What follows belongs to an exercise in optimizing a design on an open flow for small area, a short achievable clock period and few clock cycles; a production flow would make more cautious choices. Function was checked by simulation only, so behaviour that the tests miss may differ from the original. Power is estimated from default activity; no workload was simulated.

==> 04-16: inputs <==
// queue_mac_controller
module queue_mac_controller #(parameter data_size= 8, out_data_size= 24, img_address_size = 14, weight_address_size = 8,out_address_size = 17,img_size = 128) (
    input clk,
    input rst,
    input start,
    input [data_size-1:0] img_data,
    input [data_size-1:0] weight_data,
    output [img_address_size -1:0] img_address,
    output [weight_address_size-1:0] weight_address,
    output img_data_ena,
    output weight_data_ena,
    output reg done,
    output reg data_validity,
    output reg [out_address_size-1:0] out_address,
    output [out_data_size-1:0] out_data
    );
    reg        busy;       
    reg        wld;        
    reg [1:0]  q;          
    reg        iss;        
    reg [2:0]  ph;         
    reg [6:0]  c;          
    reg [6:0]  r;          
    reg [6:0]  ra;         
    reg [4:0]  waddr;
    reg        wena;
    wire last_ph = (ph == 3'd5);
    wire last_c  = (c == 7'd127);
    wire last_r  = (r == 7'd122);
    wire iss_end = last_ph & last_c & last_r;
    reg        busy_n, wld_n, iss_n;
    reg [1:0]  q_n;
    reg [2:0]  ph_n;
    reg [6:0]  c_n, r_n, ra_n;
    reg  go;
    wire begin_img = go;
    always @(*) begin
        busy_n = busy; wld_n = wld; iss_n = iss; q_n = q;
        ph_n = last_ph ? 3'd0 : ph + 3'd1;
        c_n = c; r_n = r; ra_n = ra;
        if (begin_img) begin
            busy_n = 1'b1; wld_n = 1'b1; iss_n = 1'b0; q_n = 2'd0; ph_n = 3'd0;
            c_n = 7'd0; r_n = 7'd0; ra_n = 7'd0;
        end else if (f_last[5]) begin
            busy_n = 1'b0; wld_n = 1'b0; iss_n = 1'b0;
        end else if (busy) begin
  ...
export LEC_CHECK = 0
export CAP_MARGIN = 20
export CORE_MARGIN = 2
export CORE_UTILIZATION = 45
export SLEW_MARGIN = 20
create_clock -name core_clock -period 9.0 [get_ports {clk}]
standard.sh (not shown) runs the stock make flow with config.mk's settings and CLKGATE_MAP_FILE= SYNTH_SCRIPT=/design/flow/synth_recipe.tcl, a recipe that flattens the netlist after the stock synthesis.
==> flow/flow/run.sh <==
#!/bin/bash
set -euo pipefail
bash standard.sh "BUFFER_PORTS_ARGS=-buffer_cell sky130_fd_sc_hd__buf_4" \
    SETUP_SLACK_MARGIN=6.0 \
    "CTS_ARGS=-sink_clustering_enable -repair_clock_nets -dont_use_dummy_load -sink_clustering_size 27 -sink_clustering_max_diameter 95" \
    finish > make_finish.log 2>&1
==> 12-03 (differences from 04-16) <==
--- a/flow/design.v
+++ b/flow/design.v
@@ -220,15 +220,15 @@
     always @(*) begin
         busy_n = busy; wld_n = wld; iss_n = iss; q_n = q;
         ph_n = last_ph ? 3'd0 : ph + 3'd1;
         c_n = c; r_n = r; ra_n = ra;
         if (begin_img) begin
             busy_n = 1'b1; wld_n = 1'b1; iss_n = 1'b0; q_n = 2'd0; ph_n = 3'd0;
             c_n = 7'd0; r_n = 7'd0; ra_n = 7'd0;
-        end else if (f_last[5]) begin
+        end else if (done) begin
             busy_n = 1'b0; wld_n = 1'b0; iss_n = 1'b0;
         end else if (busy) begin
             if (last_ph) q_n = q + 2'd1;
             if (wld && last_ph && q == 2'd3) begin
                 wld_n = 1'b0;
                 iss_n = 1'b1;
             end
@@ -262,15 +262,15 @@
         if (rst) begin
             go   <= 1'b0;
             busy <= 1'b0;
             wld  <= 1'b0;
             iss  <= 1'b0;
             wena <= 1'b0;
         end else begin
-            go   <= start & ~go & ~busy;
+            go   <= start & ~go & (~busy | done);
             busy <= busy_n;
             wld  <= wld_n;
             iss  <= iss_n;
             wena <= (wld_n | iss_n) & (ph_n != 3'd0);
         end
         q  <= q_n;
         ph <= ph_n;
@@ -280,86 +280,87 @@
         waddr_q <= waddr;
     end
     assign img_address     = {ra, c};
     assign img_data_ena    = iss;
     assign weight_address  = {3'b000, waddr_q};
     assign weight_data_ena = wena;
     reg [2:0] f_zero, f_wld;             
+    reg [3:0] f_first;                   
     reg [5:0] f_col, f_last;             
     reg [6:0] f_cend;                    
-    reg       out_a, out_b;                
+    reg       out_b;
     always @(posedge clk) begin
         if (rst) begin
             f_zero  <= 3'd0;
             f_wld   <= 3'd0;
+            f_first <= 4'd0;
             f_col   <= 6'd0;
             f_last  <= 6'd0;
             f_cend  <= 7'd0;
-            out_a   <= 1'b0;
             out_b   <= 1'b0;
             data_validity <= 1'b0;
             done    <= 1'b0;
         end else begin
             f_zero  <= {f_zero[1:0],  busy & (ph == 3'd0)};
             f_wld   <= {f_wld[1:0],   wld};
+            f_first <= {f_first[2:0], iss & (ph == 3'd1)};
             f_col   <= {f_col[4:0],   iss & last_ph & (c >= 7'd4)};
             f_last  <= {f_last[4:0],  iss & iss_end};
             f_cend  <= {f_cend[5:0],  iss & last_ph & last_c};
-            out_a   <= f_col[4];
             out_b   <= f_col[5];
             data_validity <= f_col[4] | f_col[5];
             done    <= f_last[5];
         end
     end
-    reg [7:0] pix, pixd, pixdd, wt;
+    reg [7:0] pix, pixd, pixdd, wt, wtd;
     reg [9:0] npd, npdd;
     always @(posedge clk) begin
         pix   <= img_data;
         pixd  <= pix;
         pixdd <= pixd;
         npd   <= ~{2'b00, pix} + 10'd1;
         npdd  <= npd;
         wt    <= f_zero[1] ? 8'd0 : weight_data;
+        wtd   <= wt;
     end
     reg [31:0] wr0, wr1, wr2, wr3, wr4, wr5;
     always @(posedge clk) begin
         wr0 <= wr1;
         wr1 <= wr2;
         wr2 <= wr3;
         wr3 <= wr4;
         wr4 <= wr5;
         wr5 <= f_wld[2] ? {wr0[23:0], wt} : wr0;
     end
-    wire [39:0] wrow = {wt, wr0};
-    wire [79:0] sel_n;              
-    reg  [79:0] sel;
+    wire [39:0] wrow = {wtd, wr5};
+    wire [79:0] sel;                
     genvar gb, gj;
     generate for (gb = 0; gb < 5; gb = gb + 1) begin : g_w
         wire [8:0] wx = {wrow[8*gb+7:8*gb], 1'b0};
         for (gj = 0; gj < 4; gj = gj + 1) begin : g_d
-            booth_digit bd (.t(wx[2*gj+2:2*gj]), .sel(sel_n[16*gb+4*gj+3:16*gb+4*gj]));
+            booth_digit bd (.t(wx[2*gj+2:2*gj]), .sel(sel[16*gb+4*gj+3:16*gb+4*gj]));
         end
     end endgenerate
-    always @(posedge clk) sel <= sel_n;
     localparam [20:0] START_A = 21'd835072;    
     localparam [20:0] START_B = 21'd791552;    
     wire shift = f_col[4];       
     reg  [20:0] as [0:4], ac [0:4], bs [0:4], bc [0:4];
     wire [20:0] as_n [0:4], ac_n [0:4], bs_n [0:4], bc_n [0:4];
     integer k;
-    reg  [2:0] jca [0:4];
+    reg  [2:0] jca [0:4], jcb [0:4];
     wire [4:0] fa, fb;
     always @(posedge clk) begin
         for (k = 0; k < 5; k = k + 1) begin
             jca[k] <= begin_img ? 3'b000 : {jca[k][1:0], ~jca[k][2]};
+            jcb[k] <= begin_img ? 3'b000 : {jcb[k][1:0], ~jcb[k][2]};
         end
     end
     generate for (gb = 0; gb < 5; gb = gb + 1) begin : g_first
         assign fa[gb] = jca[gb][2] & ~jca[gb][1];
-        assign fb[gb] = fa[gb];
+        assign fb[gb] = jcb[gb][2] & ~jcb[gb][1];
     end endgenerate
     reg  [20:0] axs [0:4], axc [0:4], bxs [0:4], bxc [0:4];
     always @(*) begin
         axs[0] = fa[0] ? START_A : as[0];
         axc[0] = fa[0] ? 21'd0   : ac[0];
         bxs[0] = fb[0] ? START_B : bs[0];
         bxc[0] = fb[0] ? 21'd0   : bc[0];
@@ -389,14 +390,14 @@
         end
     end
     reg [20:0] res;
     always @(posedge clk) res <= as[4] + ac[4];
     assign out_data = {{3{res[20]}}, res};
     always @(posedge clk) begin
         if (rst || !busy || begin_img) out_address <= 0;
-        else if (out_a | out_b) begin
+        else if (data_validity) begin
             if (!out_b)                    out_address <= out_address + 17'd124;
             else if (f_cend[6])            out_address <= out_address + 17'd1;
             else                           out_address <= out_address - 17'd123;
         end
     end
 endmodule
==> flow/run.sh (new file) <==
#!/bin/bash
# synth_recipe.tcl (not shown) runs the flow's synth.tcl, then flattens the netlist and writes it again
# the make line also repeats each setting of config.mk as NAME=value (left out here)
make -C /OpenROAD-flow-scripts/flow DESIGN_CONFIG=/design/flow/config.mk WORK_HOME=/design/flow/orfs CLKGATE_MAP_FILE= SYNTH_SCRIPT=/design/flow/synth_recipe.tcl finish
CORE_UTILIZATION = 30   (was 45)
removed: flow/flow/run.sh
removed: flow/standard.sh
==> metrics.csv <==
stage,metric,value,unit
clock_tree,setup repair bufs after CTS,26,
cells_and_area,Seq Cell Count,852,
power_and_ir_drop,Int Pwr,7.51,mW
route,DR WL/cell,23.7,µm
floorplanning,Die H,314,µm
power_and_ir_drop,clock share of power,0.171,
placed_design,GP Congestion,0.845,
timing,RSZ-0062 raised after global routing,yes,
status,outcome,no timing/DRC/antenna violations,
power_and_ir_drop,VDD IR-drop max,0.156,mV
route,Detailed Route WL,121000,µm
yosys,area share of the largest cell type after synthesis,0.394,
cells_and_area,Finished Layout Cells,5126,
cells_and_area,Final Util,0.488,
That was 04-16.
==> metrics.csv <==
stage,metric,value,unit
cells_and_area,Seq Cell Count,800,
status,outcome,no timing/DRC/antenna violations,
floorplanning,Die H,389,µm
power_and_ir_drop,VDD IR-drop max,0.152,mV
placed_design,GP Congestion,0.899,
route,DR WL/cell,22.0,µm
route,Detailed Route WL,134000,µm
power_and_ir_drop,Int Pwr,9.01,mW
cells_and_area,Final Util,0.342,
That was 12-03.
Testbench counts of 04-16, summed over its fixed seeds: cycles 762,368.
Testbench counts of 12-03, summed over its fixed seeds: cycles 762,368.


==> 07-25 <==
Another version of the RTL of queue_mac_controller (not shown whole).
make LEC_CHECK=0 CAP_MARGIN=20 CORE_MARGIN=2 CORE_UTILIZATION=30 SLEW_MARGIN=20 finish   # period 9.0 ns
run.sh (not shown) runs the stock make flow with config.mk's settings and CLKGATE_MAP_FILE= SYNTH_SCRIPT=/design/flow/synth_recipe.tcl, a recipe that flattens the netlist after the stock synthesis.
Stock flow here: none of the scripts above is used.
==> 01-15 (differences from 07-25) <==
==> flow/design.v (replaced) <==
`timescale 1ns / 1ps
module booth_digit (
    input  [2:0] t,             
    output [3:0] sel            
    );
    assign sel[0] = ~t[2] & (t[1] ^ t[0]);
    assign sel[1] = ~t[2] &  t[1] &  t[0];
    assign sel[2] =  t[2] & (t[1] ^ t[0]);
    assign sel[3] =  t[2] & ~t[1] & ~t[0];
endmodule
module mac_cs (
    input  [7:0]  p,
    input  [9:0]  np,
    input  [15:0] sel,           
    input  [20:0] x_s,
    input  [20:0] x_c,
    output [20:0] s,
    output [20:0] c
    );
    wire [9:0] p1  = {2'b00, p};
    wire [9:0] p2  = {1'b0, p, 1'b0};
    wire [9:0] n2  = {np[8:0], 1'b0};
    wire [20:0] row [0:3];
    genvar j;
    generate for (j = 0; j < 4; j = j + 1) begin : g_pp
        wire [3:0] d = sel[4*j+3:4*j];
        wire [9:0] v = ({10{d[0]}} & p1) | ({10{d[1]}} & p2) |
                       ({10{d[2]}} & np) | ({10{d[3]}} & n2);
        wire [9:0] e = {~v[9], v[8:0]};
        assign row[j] = {11'd0, e} << (2*j);
    end endgenerate
    wire [20:0] s1 = x_s ^ x_c ^ row[0];
    wire [20:0] c1 = {(x_s[19:0] & x_c[19:0]) | (x_s[19:0] & row[0][19:0]) | (x_c[19:0] & row[0][19:0]), 1'b0};
    wire [20:0] s2 = row[1] ^ row[2] ^ row[3];
    wire [20:0] c2 = {(row[1][19:0] & row[2][19:0]) | (row[1][19:0] & row[3][19:0]) | (row[2][19:0] & row[3][19:0]), 1'b0};
    wire [20:0] s3 = s1 ^ c1 ^ s2;
    wire [20:0] c3 = {(s1[19:0] & c1[19:0]) | (s1[19:0] & s2[19:0]) | (c1[19:0] & s2[19:0]), 1'b0};
    assign s = s3 ^ c3 ^ c2;
    assign c = {(s3[19:0] & c3[19:0]) | (s3[19:0] & c2[19:0]) | (c3[19:0] & c2[19:0]), 1'b0};
endmodule
`timescale 1ns / 1ps
module queue_mac_controller #(parameter data_size= 8, out_data_size= 24, img_address_size = 14, weight_address_size = 8,out_address_size = 17,img_size = 128) (
    input clk,
    input rst,
    input start,
    input [data_size-1:0] img_data,
    input [data_size-1:0] weight_data,
    output [img_address_size -1:0] img_address,
    output [weight_address_size-1:0] weight_address,
    output img_data_ena,
    output weight_data_ena,
    output reg done,
    output reg data_validity,
    output reg [out_address_size-1:0] out_address,
    output [out_data_size-1:0] out_data
    );
    reg        busy;       
    reg        wld;        
    reg [1:0]  q;          
    reg        iss;        
    reg [2:0]  ph;         
    reg [6:0]  c;          
    reg [6:0]  r;          
    reg [6:0]  ra;         
    reg [4:0]  waddr;
    reg        wena;
    wire last_ph = (ph == 3'd5);
    wire last_c  = (c == 7'd127);
    wire last_r  = (r == 7'd122);
    wire iss_end = last_ph & last_c & last_r;
    reg        busy_n, wld_n, iss_n;
    reg [1:0]  q_n;
    reg [2:0]  ph_n;
    reg [6:0]  c_n, r_n, ra_n;
    reg  go;
    wire begin_img = go;
    always @(*) begin
        busy_n = busy; wld_n = wld; iss_n = iss; q_n = q;
        ph_n = last_ph ? 3'd0 : ph + 3'd1;
        c_n = c; r_n = r; ra_n = ra;
        if (begin_img) begin
            busy_n = 1'b1; wld_n = 1'b1; iss_n = 1'b0; q_n = 2'd0; ph_n = 3'd0;
            c_n = 7'd0; r_n = 7'd0; ra_n = 7'd0;
        end else if (done) begin
            busy_n = 1'b0; wld_n = 1'b0; iss_n = 1'b0;
        end else if (busy) begin
            if (last_ph) q_n = q + 2'd1;
            if (wld && last_ph && q == 2'd3) begin
                wld_n = 1'b0;
                iss_n = 1'b1;
            end
            if (iss) begin
                if (iss_end) iss_n = 1'b0;
                if (last_ph) begin
                    c_n = c + 7'd1;
                    if (last_c) begin
                        r_n  = r + 7'd2;
                        ra_n = r + 7'd2;
                    end else
                        ra_n = r;
                end else
                    ra_n = ra + 7'd1;
            end
        end
    end
    reg [4:0] wbase;
    always @(*) begin
        case (ph_n)
            3'd2:    wbase = 5'd5;
            3'd3:    wbase = 5'd10;
            3'd4:    wbase = 5'd15;
            3'd5:    wbase = 5'd20;
            default: wbase = 5'd0;
        endcase
        waddr = wbase + (iss_n ? 5'd4 : {3'b000, ~q_n});
    end
    reg [4:0] waddr_q;
    always @(posedge clk) begin
        if (rst) begin
            go   <= 1'b0;
            busy <= 1'b0;
            wld  <= 1'b0;
            iss  <= 1'b0;
            wena <= 1'b0;
        end else begin
            go   <= start & ~go & (~busy | done);
            busy <= busy_n;
            wld  <= wld_n;
            iss  <= iss_n;
            wena <= (wld_n | iss_n) & (ph_n != 3'd0);
        end
        q  <= q_n;
        ph <= ph_n;
        c  <= c_n;
        r  <= r_n;
        ra <= ra_n;
        waddr_q <= waddr;
    end
    assign img_address     = {ra, c};
    assign img_data_ena    = iss;
    assign weight_address  = {3'b000, waddr_q};
    assign weight_data_ena = wena;
    reg [2:0] f_zero, f_wld;             
    reg [3:0] f_first;                   
    reg [5:0] f_col, f_last;             
    reg [6:0] f_cend;                    
    reg       out_b;
    always @(posedge clk) begin
        if (rst) begin
            f_zero  <= 3'd0;
            f_wld   <= 3'd0;
            f_first <= 4'd0;
            f_col   <= 6'd0;
            f_last  <= 6'd0;
            f_cend  <= 7'd0;
            out_b   <= 1'b0;
            data_validity <= 1'b0;
            done    <= 1'b0;
        end else begin
            f_zero  <= {f_zero[1:0],  busy & (ph == 3'd0)};
            f_wld   <= {f_wld[1:0],   wld};
            f_first <= {f_first[2:0], iss & (ph == 3'd1)};
            f_col   <= {f_col[4:0],   iss & last_ph & (c >= 7'd4)};
            f_last  <= {f_last[4:0],  iss & iss_end};
            f_cend  <= {f_cend[5:0],  iss & last_ph & last_c};
            out_b   <= f_col[5];
            data_validity <= f_col[4] | f_col[5];
            done    <= f_last[5];
        end
    end
    reg [7:0] pix, pixd, pixdd, wt, wtd;
    reg [9:0] npd, npdd;
    always @(posedge clk) begin
        pix   <= img_data;
        pixd  <= pix;
        pixdd <= pixd;
        npd   <= ~{2'b00, pix} + 10'd1;
        npdd  <= npd;
        wt    <= f_zero[1] ? 8'd0 : weight_data;
        wtd   <= wt;
    end
    reg [31:0] wr0, wr1, wr2, wr3, wr4, wr5;
    always @(posedge clk) begin
        wr0 <= wr1;
        wr1 <= wr2;
        wr2 <= wr3;
        wr3 <= wr4;
        wr4 <= wr5;
        wr5 <= f_wld[2] ? {wr0[23:0], wt} : wr0;
    end
    wire [39:0] wrow = {wtd, wr5};
    wire [79:0] sel;                
    genvar gb, gj;
    generate for (gb = 0; gb < 5; gb = gb + 1) begin : g_w
        wire [8:0] wx = {wrow[8*gb+7:8*gb], 1'b0};
        for (gj = 0; gj < 4; gj = gj + 1) begin : g_d
            booth_digit bd (.t(wx[2*gj+2:2*gj]), .sel(sel[16*gb+4*gj+3:16*gb+4*gj]));
        end
    end endgenerate
    localparam [20:0] START_A = 21'd835072;    
    localparam [20:0] START_B = 21'd791552;    
    wire first = f_first[3];
    wire shift = f_col[4];       
    reg  [20:0] as [0:4], ac [0:4], bs [0:4], bc [0:4];
    wire [20:0] as_n [0:4], ac_n [0:4], bs_n [0:4], bc_n [0:4];
    reg  [20:0] axs [0:4], axc [0:4], bxs [0:4], bxc [0:4];
    integer k;
    always @(*) begin
        axs[0] = first ? START_A : as[0];
        axc[0] = first ? 21'd0   : ac[0];
        bxs[0] = first ? START_B : bs[0];
        bxc[0] = first ? 21'd0   : bc[0];
        for (k = 1; k < 5; k = k + 1) begin
            axs[k] = first ? as[k-1] : as[k];
            axc[k] = first ? ac[k-1] : ac[k];
            bxs[k] = first ? bs[k-1] : bs[k];
            bxc[k] = first ? bc[k-1] : bc[k];
        end
        if (shift) begin
            axs[4] = bs[4];
            axc[4] = bc[4];
        end
    end
    generate for (gb = 0; gb < 5; gb = gb + 1) begin : g_mac
        mac_cs ma (.p(pixdd), .np(npdd), .sel(sel[16*gb+15:16*gb]),
                   .x_s(axs[gb]), .x_c(axc[gb]), .s(as_n[gb]), .c(ac_n[gb]));
        mac_cs mb (.p(pixd),  .np(npd),  .sel(sel[16*gb+15:16*gb]),
                   .x_s(bxs[gb]), .x_c(bxc[gb]), .s(bs_n[gb]), .c(bc_n[gb]));
    end endgenerate
    always @(posedge clk) begin
        for (k = 0; k < 5; k = k + 1) begin
            as[k] <= as_n[k];
            ac[k] <= ac_n[k];
            bs[k] <= bs_n[k];
            bc[k] <= bc_n[k];
        end
    end
    reg [20:0] res;
    always @(posedge clk) res <= as[4] + ac[4];
    assign out_data = {{3{res[20]}}, res};
    always @(posedge clk) begin
        if (rst || !busy || begin_img) out_address <= 0;
        else if (data_validity) begin
            if (!out_b)                    out_address <= out_address + 17'd124;
            else if (f_cend[6])            out_address <= out_address + 17'd1;
            else                           out_address <= out_address - 17'd123;
        end
    end
endmodule
==> notes.md <==
status -> complete, no violations
Area growth syn-to-layout -> 11.3%
clock share of power -> 23.0%
Slew @ Worst Pin -> 1.13 ns
Max IR drop VDD -> 0.151 mV
number of diodes -> 1
DR WL met2 -> 56000 um
first-pass GRT wire length -> 194000 um
Final Instance Area -> 54600 sq um
grt met2 use -> 24.2%
warnings from Yosys -> 1
That was 07-25.
==> notes.md <==
clock share of power -> 29.9%
warnings from Yosys -> 18
status -> complete, no violations
Max IR drop VDD -> 0.163 mV
grt met2 use -> 28.9%
number of diodes -> 3
DR WL met2 -> 66500 um
Final Instance Area -> 53000 sq um
That was 01-15.
Testbench counts of 07-25, summed over its fixed seeds: cycles 762,336.
Testbench counts of 01-15, summed over its fixed seeds: cycles 762,368.

[re-timing with driven ports]
The flow's constraints put no driver on any port. The routed layouts listed below were extracted and timed again, unchanged, in two steps. Step 1, drivers: a clkbuf_16 drives clk and a buf_2 each remaining input, both assumed. Step 2 also shifts input and output timing later by t, the mid clock arrival at the registers, as if the neighbouring blocks saw the same clock. Three values: ideal ports, drivers, drivers and shift; two values: the first two.
| run | t (ns) | setup slack, ns | clock arrival spread, ns | slew at the worst register clock pin (ns) |
|---|---|---|---|---|
| 04-16 | 0.684 | 6.035 / 5.969 / 6.011 | 0.070 / 0.070 | 0.12 / 0.12 |
| 12-03 | 0.734 | 4.994 / 4.923 / 4.498 | 0.038 / 0.037 | 0.07 / 0.07 |
| 07-25 | 0.722 | 3.859 / 3.859 / 3.859 | 0.030 / 0.030 | 0.07 / 0.07 |
| 01-15 | 0.794 | 4.757 / 4.757 / 4.757 | 0.063 / 0.063 | 0.07 / 0.07 |
After both steps every run listed still meets setup and hold. The setup slack of 12-03, which loses most, moves by -0.071 ns with the drivers and by -0.496 ns with both steps.
